This is an optimization exercise on Yosys and OpenROAD, whose aim is small area, not a production implementation.
Only the layout flow was run in this run; the RTL was not checked for function there.
Power figures rest on the tool's default switching activity, not on a simulated workload.

--- flow/config.mk ---
export PLATFORM = sky130hd
export DESIGN_NAME = rv_idex
export DESIGN_NICKNAME = rv_idex
export VERILOG_FILES = /design/flow/design.v
export SDC_FILE = /design/flow/constraint.sdc
export NUM_CORES = 4
export LEC_CHECK = 0
export CAP_MARGIN = 20
export CORE_MARGIN = 2
export CORE_UTILIZATION = 40
export SLEW_MARGIN = 20
--- flow/constraint.sdc ---
create_clock -name core_clock -period 6.0 [get_ports {clk}]
set_input_delay 1.2000 -clock core_clock [delete_from_list [all_inputs] [get_ports {clk}]]
set_output_delay 1.2000 -clock core_clock [all_outputs]
set_load 0.01 [all_outputs]
--- flow/design.v ---
`timescale 1ns/1ps
module rv_decode_instr (
    input   wire [31:0] instr_i,
    output  wire [6:0]  opcode,
    output  wire [31:0] imm,
    output  wire [6:0]  rd,
    output  wire [4:0]  rs1,
    output  wire [4:0]  rs2,
    output  wire [2:0]  funct3,
    output  wire [6:0]  funct7
);
    reg [31:0] imm_comb;
    assign opcode   = instr_i[6:0];
    assign imm      = imm_comb;
    assign rd       = instr_i[11:7];
    assign rs1      = instr_i[19:15];
    assign rs2      = instr_i[24:20];
    assign funct3   = instr_i[14:12];
    assign funct7   = instr_i[31:25];
    always @(*) begin
        imm_comb = 32'b0;
        case(opcode)
            7'b011_0011: imm_comb = 32'b0;
            7'b000_0011, 7'b001_0011: imm_comb = { {20{instr_i[31]}}, instr_i[31:20] };
            7'b010_0011: imm_comb = { {20{instr_i[31]}}, instr_i[31:25], instr_i[11:7] };
            7'b110_0011: imm_comb = { {20{instr_i[31]}}, instr_i[31], instr_i[7], instr_i[30:25], instr_i[11:8] };
            7'b011_0111, 7'b001_0111: imm_comb = { {12{instr_i[31]}}, instr_i[31:12] };
            7'b110_1111, 7'b110_0111: imm_comb = { {12{instr_i[31]}}, instr_i[31], instr_i[19:12], instr_i[20], instr_i[30:21] };
            default:    imm_comb = 32'b0;
        endcase
    end
endmodule  
`timescale 1ns/1ps
module rv_decode (
    input   wire           clk,
    input   wire           rst,
    input   wire    [31:0] if_id_ir,
    input   wire    [31:0] if_id_pc,
    input   wire    [31:0] mem_wb_ir,
    input   wire    [31:0] mem_wb_out,
    output  reg     [31:0] id_ex_ir,
    output  reg     [31:0] id_ex_pc,
    output  reg     [31:0] id_ex_rs1,
    output  reg     [31:0] id_ex_rs2,
    output  reg     [31:0] id_ex_imm,
    output  reg     [2:0]  id_ex_funct3,
    output  reg     [6:0]  id_ex_funct7
);
    reg [31:0] regfile [31:0];
    wire [6:0] mem_wb_rd = mem_wb_ir[11:7];
    wire [31:0] imm_decode;
    wire [6:0]  op_decode;
    wire [6:0]  rd_decode;
    wire [4:0]  rs1_decode;
    wire [4:0]  rs2_decode;
    wire [2:0]  funct3_decode;
    wire [6:0]  funct7_decode;
    rv_decode_instr rdi(
        .instr_i(if_id_ir),
        .opcode(op_decode),
        .imm(imm_decode),
        .rd(rd_decode),
        .rs1(rs1_decode),
        .rs2(rs2_decode),
        .funct3(funct3_decode),
        .funct7(funct7_decode)
    );
    always @ (posedge clk or negedge rst) begin
        if(!rst) begin
            id_ex_ir        <= 32'b0;
            id_ex_pc        <= 32'b0;
            id_ex_rs1       <= 5'b0;
            id_ex_rs2       <= 5'b0;
            id_ex_imm       <= 32'b0;
            id_ex_funct3    <= 3'b0;
            id_ex_funct7    <= 7'b0;
        end
        else begin
            id_ex_ir        <= if_id_ir;
            id_ex_pc        <= if_id_pc;
            id_ex_rs1       <= regfile[rs1_decode];
            id_ex_rs2       <= regfile[rs2_decode];
            id_ex_imm       <= imm_decode;
            id_ex_funct3    <= funct3_decode;
            id_ex_funct7    <= funct7_decode;
        end
    end  
    integer i;
    always @ (posedge clk or negedge rst) begin
        if(!rst) begin
            for(i=0;i<32;i=i+1) begin
                regfile[i] <= 32'b0;
            end
        end
        else begin
            if(mem_wb_rd != 0) begin
                regfile[mem_wb_rd] <= mem_wb_out;
            end
            else begin
                regfile[0] <= 0;
            end
        end
    end  
endmodule  
`timescale 1ns/1ps
module rv_alu_r(
    input unsigned [31:0] rs1_in,
    input unsigned [31:0] rs2_in,
    input           [2:0] funct3,
    input                 funct7_r,
    output reg     [31:0] rd_out
);
    localparam OP_ADD  = 4'b0_000;
    localparam OP_SUB  = 4'b1_000;
    localparam OP_SLL  = 4'b0_001;
    localparam OP_SLT  = 4'b0_010;
    localparam OP_SLTU = 4'b0_011;
    localparam OP_XOR  = 4'b0_100;
    localparam OP_SRL  = 4'b0_101;
    localparam OP_SRA  = 4'b1_101;
    localparam OP_OR   = 4'b0_110;
    localparam OP_AND  = 4'b0_111;
    wire signed [31:0]  rs1_signed;
    wire signed [31:0]  rs2_signed;
    wire        [3:0]   funct;    
    assign rs1_signed   = rs1_in;
    assign rs2_signed   = rs2_in;
    assign funct        = {funct7_r, funct3};
    always @(*) begin
        rd_out = 32'h0;
        case (funct)
            OP_ADD:  rd_out = rs1_signed + rs2_signed;
            OP_SUB:  rd_out = rs1_signed - rs2_signed;
            OP_SLL:  rd_out = rs1_in << rs2_in[4:0];
            OP_SLT:  rd_out = (rs1_signed < rs2_signed) ? 1 : 0;
            OP_SLTU: rd_out = (rs1_in < rs2_in) ? 1 : 0;
            OP_XOR:  rd_out = rs1_in ^ rs2_in;
            OP_SRL:  rd_out = rs1_in >> rs2_in[4:0];
            OP_SRA:  rd_out = rs1_signed >>> rs2_signed[4:0];
            OP_OR:   rd_out = rs1_in | rs2_in;
            OP_AND:  rd_out = rs1_in & rs2_in;
            default: rd_out = 32'h0;
        endcase
    end
endmodule  
`timescale 1ns/1ps
module rv_alu_i(
    input unsigned [31:0] rs1_in,
    input unsigned [31:0] imm_in,
    input           [2:0] funct3,
    input                 funct7_r,
    output reg     [31:0] rd_out
);
    localparam OP_ADDI  = 4'b0_000;
    localparam OP_SLLI  = 4'b0_001;
    localparam OP_SLTI  = 4'b0_010;
    localparam OP_SLTIU = 4'b0_011;
    localparam OP_XORI  = 4'b0_100;
    localparam OP_SRLI  = 4'b0_101;
    localparam OP_SRAI  = 4'b1_101;
    localparam OP_ORI   = 4'b0_110;
    localparam OP_ANDI  = 4'b0_111;
    wire signed [31:0]  rs1_signed;
    wire signed [31:0]  imm_signed;
    wire        [3:0]   funct;    
    assign rs1_signed   = rs1_in;
    assign imm_signed   = imm_in;
    assign funct        = {funct7_r & (funct3 == 3'b101), funct3};
    always @(*) begin
        rd_out = 32'h0;
        case (funct)
            OP_ADDI:  rd_out = rs1_signed + imm_signed;
            OP_SLLI:  rd_out = rs1_in << imm_in[4:0];
            OP_SLTI:  rd_out = (rs1_signed < imm_signed) ? 1 : 0;
            OP_SLTIU: rd_out = (rs1_in < imm_in) ? 1 : 0;
            OP_XORI:  rd_out = rs1_in ^ imm_in;
            OP_SRLI:  rd_out = rs1_in >> imm_in[4:0];
            OP_SRAI:  rd_out = rs1_signed >>> imm_signed[4:0];
            OP_ORI:   rd_out = rs1_in | imm_in;
            OP_ANDI:  rd_out = rs1_in & imm_in;
            default: rd_out = 32'h0;
        endcase
    end
endmodule  
`timescale 1ns/1ps
module rv_alu(
    input  wire             clk,
    input  wire             rst,
    input  wire     [31:0]  id_ex_ir,
    input  wire     [31:0]  id_ex_pc,
    input  wire     [31:0]  id_ex_rs1,
    input  wire     [31:0]  id_ex_rs2,
    input  wire     [31:0]  id_ex_imm,
    input  wire     [2:0]   id_ex_funct3,
    input  wire     [6:0]   id_ex_funct7,
    output  reg     [31:0]  ex_mem_ir,
    output  reg     [31:0]  ex_mem_alu_out,
    output  reg     [31:0]  ex_mem_rs2
);
    wire inv_a, inv_b;
    wire [31:0] mux_alu_r;
    wire [31:0] mux_alu_i;
    wire [31:0] mux_alu_s;
    wire [31:0] mux_alu_b;
    wire [31:0] mux_alu_u;
    wire [31:0] mux_alu_j;
    wire [6:0]  opcode;
    reg [31:0] mux_alu_out;
    assign opcode = id_ex_ir[6:0];
    rv_alu_r alu_r(
        .rs1_in(id_ex_rs1),
        .rs2_in(id_ex_rs2),
        .funct3(id_ex_funct3),
        .funct7_r(id_ex_funct7[5]),
        .rd_out(mux_alu_r)
    );
    rv_alu_i alu_i(
        .rs1_in(id_ex_rs1),
        .imm_in(id_ex_imm),
        .funct3(id_ex_funct3),
        .funct7_r(id_ex_funct7[5]),
        .rd_out(mux_alu_i)
    );
    always @ (posedge clk or negedge rst) begin
        if(!rst) begin
            ex_mem_ir       <= 32'b0;
            ex_mem_alu_out  <= 32'b0;
            ex_mem_rs2      <= 32'b0;
        end
        else begin
            ex_mem_ir       <= id_ex_ir;
            ex_mem_alu_out  <= mux_alu_out;
            ex_mem_rs2      <= id_ex_rs2;
        end
    end  
    always @(*) begin
        case(opcode)
            7'b011_0011:    mux_alu_out = mux_alu_r;
            7'b001_0011: mux_alu_out = mux_alu_i;
            7'b000_0011: mux_alu_out = id_ex_rs1 + id_ex_imm;
            default:    mux_alu_out = 32'b0;
        endcase
    end
endmodule  
`timescale 1ns/1ps
module rv_idex (
    input   wire           clk,
    input   wire           rst,
    input   wire    [31:0] if_id_ir,
    input   wire    [31:0] mem_wb_ir,
    input   wire    [31:0] mem_wb_out,
    output  wire    [31:0] ex_mem_ir,
    output  wire    [31:0] ex_mem_alu_out,
    output  wire    [31:0] ex_mem_rs2
);
    wire [31:0] id_ex_ir;
    wire [31:0] id_ex_pc;
    wire [31:0] id_ex_rs1;
    wire [31:0] id_ex_rs2;
    wire [31:0] id_ex_imm;
    wire [2:0]  id_ex_funct3;
    wire [6:0]  id_ex_funct7;
    rv_decode id_stage (
        .clk(clk),
        .rst(rst),
        .if_id_ir(if_id_ir),
        .if_id_pc(32'b0),
        .mem_wb_ir(mem_wb_ir),
        .mem_wb_out(mem_wb_out),
        .id_ex_ir(id_ex_ir),
        .id_ex_pc(id_ex_pc),
        .id_ex_rs1(id_ex_rs1),
        .id_ex_rs2(id_ex_rs2),
        .id_ex_imm(id_ex_imm),
        .id_ex_funct3(id_ex_funct3),
        .id_ex_funct7(id_ex_funct7)
    );
    rv_alu ex_stage (
        .clk(clk),
        .rst(rst),
        .id_ex_ir(id_ex_ir),
        .id_ex_pc(id_ex_pc),
        .id_ex_rs1(id_ex_rs1),
        .id_ex_rs2(id_ex_rs2),
        .id_ex_imm(id_ex_imm),
        .id_ex_funct3(id_ex_funct3),
        .id_ex_funct7(id_ex_funct7),
        .ex_mem_ir(ex_mem_ir),
        .ex_mem_alu_out(ex_mem_alu_out),
        .ex_mem_rs2(ex_mem_rs2)
    );
endmodule  
--- flow/run.sh ---
#!/bin/bash
# synth_recipe.tcl (not shown) runs the flow's synth.tcl, then flattens the netlist and writes it again
# the make line also repeats each setting of config.mk as NAME=value (left out here)
make -C /OpenROAD-flow-scripts/flow DESIGN_CONFIG=/design/flow/config.mk WORK_HOME=/design/flow/orfs CLKGATE_MAP_FILE= SYNTH_SCRIPT=/design/flow/synth_recipe.tcl finish
==> run notes <==
==> kinds of logic (layout without fill, tap and decap cells) <==
| family | after synthesis | in the layout | share of synthesized area [%] |
|---|---|---|---|
| buffers and inverters | 790 | 808 | 4.35 |
| AOI/OAI and AO/OA | 2015 | 2015 | 20.9 |
| and+or+nand+nor | 1093 | 1093 | 7.23 |
| DFF | 1236 | 1236 | 43.4 |
| adders and majority gates | 197 | 197 | 3.49 |
| muxes | 1208 | 1208 | 20.0 |
| other | 0 | 21 | 0 |
| xor gates and xnor gates | 52 | 52 | 0.639 |
==> per-stage QoR <==
step,util (%),std cells
2_1_floorplan,-,6591
3_3_place_gp,43.3,8703
3_5_place_dp,43.4,8704
4_1_cts,46.0,8949
5_1_grt,46.0,8956
6_report,46.0,8970
==> worst max-delay path, stage by stage, from the launching register on <==
cell and delay, ns:
dfrtp_1 0.64, inv_1 0.25, ha_1 0.27, inv_1 0.07, fa_1 0.19, nor2b_1 0.27
o211ai_1 0.18, nand3_1 0.21, nand4_1 0.30, a2111oi_2 0.61, o21ai_1 0.15, a21oi_1 0.38
a21boi_0 0.27, o21ai_0 0.70, o211ai_1 0.23
==> area by class of cell <==
class / count / area (um2)
timing repair buffer: 425 / 4290
inverter: 138 / 518
antenna: 21 / 52.6
multi-input combinational: 4565 / 37900
sequential: 1236 / 31000
tap: 2340 / 2930
fill: 16300 / 95400
clock buffer: 198 / 4050
clock inverter: 47 / 542
==> registers in the layout, summed over array words and instances (netlist names) <==
name / flops
ex_stage.ex_mem_alu_out: 32
ex_stage.ex_mem_ir: 32
ex_stage.ex_mem_rs2: 32
id_stage.id_ex_funct3: 2
id_stage.id_ex_imm: 20
id_stage.id_ex_ir: 30
id_stage.id_ex_rs1: 32
id_stage.id_ex_rs2: 32
id_stage.regfile: 1024
==> cells in the mapped netlist (all sizes together) (145+ instances only) <==
| cell type | count | area [um2] |
|---|---|---|
| dfrtp | 1236 | 30900 |
| mux2 | 1032 | 11600 |
| clkbuf | 465 | 1750 |
| a22oi | 354 | 2660 |
| a221oi | 351 | 3080 |
| nor2 | 332 | 1250 |
| a22o | 324 | 2840 |
| a21oi | 319 | 1620 |
| nand2 | 291 | 1090 |
| o21ai | 258 | 1290 |
| ha | 194 | 2430 |
| buf | 187 | 838 |
| nand4 | 145 | 907 |
==> how the worst max path moves through the flow <==
stage,slack (ns),from,cells after the start,to
finish,1.08,id_stage.id_ex_rs1[0],14,ex_stage.ex_mem_alu_out[0]
global route,0.96,id_stage.id_ex_rs1[0],14,ex_stage.ex_mem_alu_out[0]
CTS,1.39,id_stage.id_ex_rs1[0],14,ex_stage.ex_mem_alu_out[0]
detailed placement,1.23,if_id_ir[24],8,id_stage.id_ex_rs2[15]
global placement,1.24,if_id_ir[18],8,id_stage.id_ex_rs1[13]
floorplan,2.45,id_stage.id_ex_imm[3],16,ex_stage.ex_mem_alu_out[28]
==> report_power, final <==
group	leakage, nW	internal [mW]	total [mW]	switching, mW
logic	15.6	3.52	8.68	5.16
registers	15.3	10.1	12.0	1.86
clock network	2.26	4.99	8.77	3.78
total	33.2	18.6	29.4	10.8
==> routing by layer <==
| metal | track usage, % | vias to the layer above | share of wire, % |
|---|---|---|---|
| met1 | 47.0 | 32500 | 36 |
| li1 | - | 25200 | - |
| met4 | 28.0 | 16 | 9.4 |
| met5 | 0.635 | - | 0.040 |
| met2 | 54.9 | 5760 | 41 |
| met3 | 14.7 | 1870 | 14 |
==> results.sh <==
export IMPL_grt_pass1_vias=62300
export IMPL_core_area_um2=177000
export IMPL_final_cell_mix="dfrtp_1, mux2_2, a22oi_1"
export IMPL_synthCells=6591
export IMPL_pre_cts_ws_ns=1.23
export IMPL_ir_drop_uv=255
export IMPL_root_buffer="clkbuf_16"
export IMPL_cp_arrival_ns=5.55
export IMPL_synth_nets=6886
export IMPL_timing_final_crit_period_ns=4.92
export IMPL_hold_slack_ns=0.343
export IMPL_worstSetupEndpointType="flop"
export IMPL_fin_area_um2=81300
export IMPL_drt_wl_total_um=357000
export IMPL_crit_type="flop to flop"
export IMPL_tightest_slew_ns=1.21
export IMPL_die_w_um=426
export IMPL_grtUsageTotal_pct=38.4
export IMPL_setup_slack_ns=1.08
export IMPL_h_tree_depth=4
export IMPL_start_kind="flop"
export IMPL_ios=194
export IMPL_crit_fanout=5
export IMPL_start_util_pct=40.3
export IMPL_grt_pass1_wl_um=494000
export IMPL_clockBufferDepth=3
export IMPL_setup_viol=0
export IMPL_syn_area_per_cell_um2=10.8
export IMPL_clock_sinks=1236
export IMPL_reg2reg_to="ex_stage.ex_mem_alu_out[0]"
export IMPL_fmax_ghz=0.203
export IMPL_routedWlPerCell_um=39.8
export IMPL_rsz0062_at_grt="false"
export IMPL_required_ns=6.63
export IMPL_whs_endpoint="ex_stage.ex_mem_ir[10]"
export IMPL_synthDistinctLibCells=94
export IMPL_drc=0
export IMPL_power_mw=29.4
export IMPL_rows=154
export IMPL_syn_cell_area_um2=71300
export IMPL_reg2reg_from="id_stage.id_ex_rs1[0]"
export IMPL_final_common_cell="dfrtp_1"
export IMPL_seq_area_frac_synth_pct=43.4
export IMPL_vias=65300
export IMPL_nets=6799
export IMPL_setup_tns_ns=0
export IMPL_numCtsBuffers=138
export IMPL_power_density_nw_per_um2=362
export IMPL_synth_ff_type="dfrtp_1"
export IMPL_worstHoldPathCells=0
export IMPL_hpwl_um=217000
export IMPL_worstHoldPathType="flop to flop"
export IMPL_synth_seq_cells=1236
export IMPL_cap_viol_max_count=0
export IMPL_synth_edf_count=0
export IMPL_cts_resized=0
export IMPL_cts_setup_buffers=0
export IMPL_r2r_setup_slack_ns=1.08
export IMPL_hold_violations=0
export IMPL_overflow=0
export IMPL_drtIter0Drc=10800
export IMPL_place_area_um2=76600
export IMPL_cts_hold_buf=0
export IMPL_cts_tree="built"
export IMPL_design_die_area_um2=182000
export IMPL_outcome="finished clean"
export IMPL_io_buffer_count=166
export IMPL_worstHoldStart="id_stage.id_ex_ir[10]"
export IMPL_min_period_over_period_pct=82.1
export IMPL_r2r_cells=14
export IMPL_dr_pass1_iters=8
export IMPL_grt_max_degree=157
export IMPL_max_slew_margin_pct=19.4
export IMPL_ant_nets=0
export IMPL_finClkSkew_ns=0.0424
export IMPL_syn_to_final_growth_pct=14.0
export IMPL_yosysWarningCount=6
export IMPL_maxSlewViolCount=0
export IMPL_die_height_um=426
export IMPL_gp_congestion=1.01
export IMPL_leakagePower_nw=33.2
export IMPL_antenna_found_initial=23
export IMPL_insertion_delay_ns=0.82
export IMPL_viasPerCell=7.28
export IMPL_final_layout_size_suffix_gt1_share_pct=26.2
export IMPL_clk_pin_slew_worst_paths_ns=0.06
export IMPL_ys_async_sr_fraction_pct=100

[what the ideal ports hide]
Ports are ideal in the flow. The routed layout listed here was re-timed in OpenROAD.
Step 1 assumes that a clkbuf_16 drives the clock port and a buf_2 every other input.
Step 2 moves the port delays by t, midway between the first and last clock arrival at a register: inputs arrive t later, outputs are due t later. That takes back most of the time a late clock gives input paths.
Slacks: no drivers / after step 1 / after step 2; pairs: no drivers / after step 1.
t (ns): 0.891
setup WS [ns]: 1.076 / 1.076 / 0.865
hold WS [ns]: 0.343 / 0.343 / 0.343
worst register clock-pin slew, ns: 0.08 / 0.08
After both steps setup and hold are still met in this run. The setup slack of this run moves by 0.000 ns with the drivers and by -0.211 ns with both steps.
